This is an optimization exercise on Yosys and OpenROAD, whose aim is small area, a short achievable clock period and few clock cycles, not a production implementation. Where RTL was checked, it was by simulation tests only, not by an equivalence proof against the original. Power and IR drop assume default switching activity.

Setup of v6:
==> flow/design.v <==
module divider
	# (parameter SIZE = 32)
   (input clk,
	input start,
	input reset,
	input [SIZE - 1:0] divisor, dividend,
	output reg error, done,
	output [SIZE - 1:0] quotient, remainder
	);
localparam [1:0] IDLE = 2'd0, NORM = 2'd1, ITER = 2'd2;
reg [1:0] state;
reg [SIZE-1:0] r, q, d;
reg [4:0] cnt;
function [5:0] lzc;
	input [SIZE-1:0] x;
	integer i;
	begin
		lzc = 6'd32;
		for (i = 0; i < SIZE; i = i + 1)
			if (x[i]) lzc = SIZE - 1 - i;
	end
endfunction
function [SIZE-1:0] smear;
	input [SIZE-1:0] x;
	integer i;
	begin
		smear = x;
		for (i = 1; i < SIZE; i = i * 2)
			smear = smear | (smear >> i);
	end
endfunction
wire [5:0] n_in = lzc(divisor) - lzc(dividend);
wire       dvsr_zero = (divisor == 0);
wire       q_zero = dvsr_zero | (|(divisor & ~smear(dividend)));
wire [SIZE:0] diff = {1'b0, r} - {1'b0, d};
wire          ge = ~diff[SIZE];
assign quotient  = q;
assign remainder = r;
always @(posedge clk) begin
	if (reset) begin
		state <= IDLE;
		done  <= 1'b0;
		error <= 1'b0;
	end else begin
		done  <= 1'b0;
		error <= 1'b0;
		case (state)
			IDLE:
				if (start) begin
					done  <= q_zero;
					error <= dvsr_zero;
					if (!q_zero) state <= NORM;
				end
			NORM:
				state <= ITER;
			ITER:
				if (cnt == 0) begin
					state <= IDLE;
					done  <= 1'b1;
				end
			default:
				state <= IDLE;
		endcase
	end
end
always @(posedge clk) begin
	case (state)
		IDLE: begin
			r   <= dividend;
			d   <= divisor;
			q   <= 0;
			cnt <= n_in[4:0];
		end
		NORM: begin
			d <= d << cnt;
		end
		default: begin
			if (ge) r <= diff[SIZE-1:0];
			q   <= {q[SIZE-2:0], ge};
			d   <= d >> 1;
			cnt <= cnt - 1'b1;
		end
	endcase
end
endmodule
clock: 4.0 ns
lec_check: 0
cap_margin: 20
core_margin: 2
core_utilization: 40
place_density: 0.6
slew_margin: 20
standard.sh (not shown) runs the stock make flow with config.mk's settings and CLKGATE_MAP_FILE= SYNTH_SCRIPT=/design/flow/synth_recipe.tcl, a recipe that flattens the netlist after the stock synthesis.
==> flow/flow/run.sh <==
#!/bin/bash
set -euo pipefail
export BUFFER_PORTS_ARGS="-buffer_cell sky130_fd_sc_hd__buf_1"
bash standard.sh > standard.log 2>&1
Testbench counts of v6, summed over its fixed seeds: cycles 13,020.
Input-level comparison between v7 and v6:
-- flow/design.v --
<<< v6, line 33
wire       dvsr_zero = (divisor == 0);
wire       q_zero = dvsr_zero | (|(divisor & ~smear(dividend)));
wire [SIZE:0] diff = {1'b0, r} - {1'b0, d};
wire          ge = ~diff[SIZE];
assign quotient  = q;
assign remainder = r;
>>> v7, line 33
wire       dvsr_zero = (divisor == 0);
wire       q_zero = dvsr_zero | (|(divisor & ~smear(dividend)));
function [SIZE:0] sub_ks;      
	input [SIZE-1:0] a, b;
	reg [SIZE:0] g, p;
	integer k, s;
	begin
		g = {a & ~b, 1'b1};        
		p = {~(a ^ b), 1'b0};
		for (s = 1; s <= SIZE; s = s * 2)
			for (k = SIZE; k >= s; k = k - 1) begin
				g[k] = g[k] | (p[k] & g[k-s]);
				p[k] = p[k] & p[k-s];
			end
		sub_ks = {g[SIZE], ~(a ^ b) ^ g[SIZE-1:0]};
	end
endfunction
wire [SIZE:0] sres = sub_ks(r, d);
wire [SIZE-1:0] diff = sres[SIZE-1:0];
wire          ge = sres[SIZE];
assign quotient  = q;
assign remainder = r;
<<< v6, line 76
		end
		default: begin
			if (ge) r <= diff[SIZE-1:0];
			q   <= {q[SIZE-2:0], ge};
			d   <= d >> 1;
>>> v7, line 92
		end
		default: begin
			if (ge) r <= diff;
			q   <= {q[SIZE-2:0], ge};
			d   <= d >> 1;
### Flow results
Delta (v7 minus v6): final estimated routing congestion in global placement lower; combinational group share of total power has decreased; detailed route wirelength on metal3 down 19%. Between v7 and v6, it is v7 whose wire length of the first global-routing pass is lower, by about 4.5%. Critical path depth in v7 is 1 below v6. Number of instances in the synthesized netlist for v7 is higher than for v6. STATUS worst setup slack: v7 loses against v6. Per the comparison of v7 with v6, total number of multi-input combinational cells dropped 0.40%; period utilization rose 1.1 points; area added between synthesis and finish roughly the same. In the reports for v6 and v7, the smaller largest fanout on the critical path belongs to v6. Critical path capture point = r[11]$_DFFE_PP_: v7; critical path capture point = r[4]$_DFFE_PP_: v6. Total power, v6 and v7: larger value in v6.
Only the layout flow was run in v7; the RTL was not checked for function there.

[re-timing with driven ports]
The results above use ideal ports. As a check the final layouts listed here were re-extracted and re-timed, cells and wires unchanged. Step 1, drivers: a clkbuf_16 drives clk and a buf_2 each remaining input, both assumed. Step 2, shift: input delay + t, output delay - t, t = (earliest + latest rising clock arrival at the registers) / 2. This alone moves slack from input paths to output paths. a / b / c = ideal ports / drivers / drivers and shift; a / b = the first two.
run | t, ns | setup WS [ns] | latest minus earliest clock arrival (ns) | worst data-port slew with drivers (ns) | cell pins on the clock port's net
v6 | 0.411 | 0.471 / 0.471 / 0.295 | 0.009 / 0.009 | 0.06 | 1
v7 | 0.402 | 0.426 / 0.426 / 0.159 | 0.017 / 0.017 | 0.06 | 1
After both steps every run listed still meets setup and hold. The setup slack of v7, which loses most, moves by 0.000 ns with the drivers and by -0.267 ns with both steps.
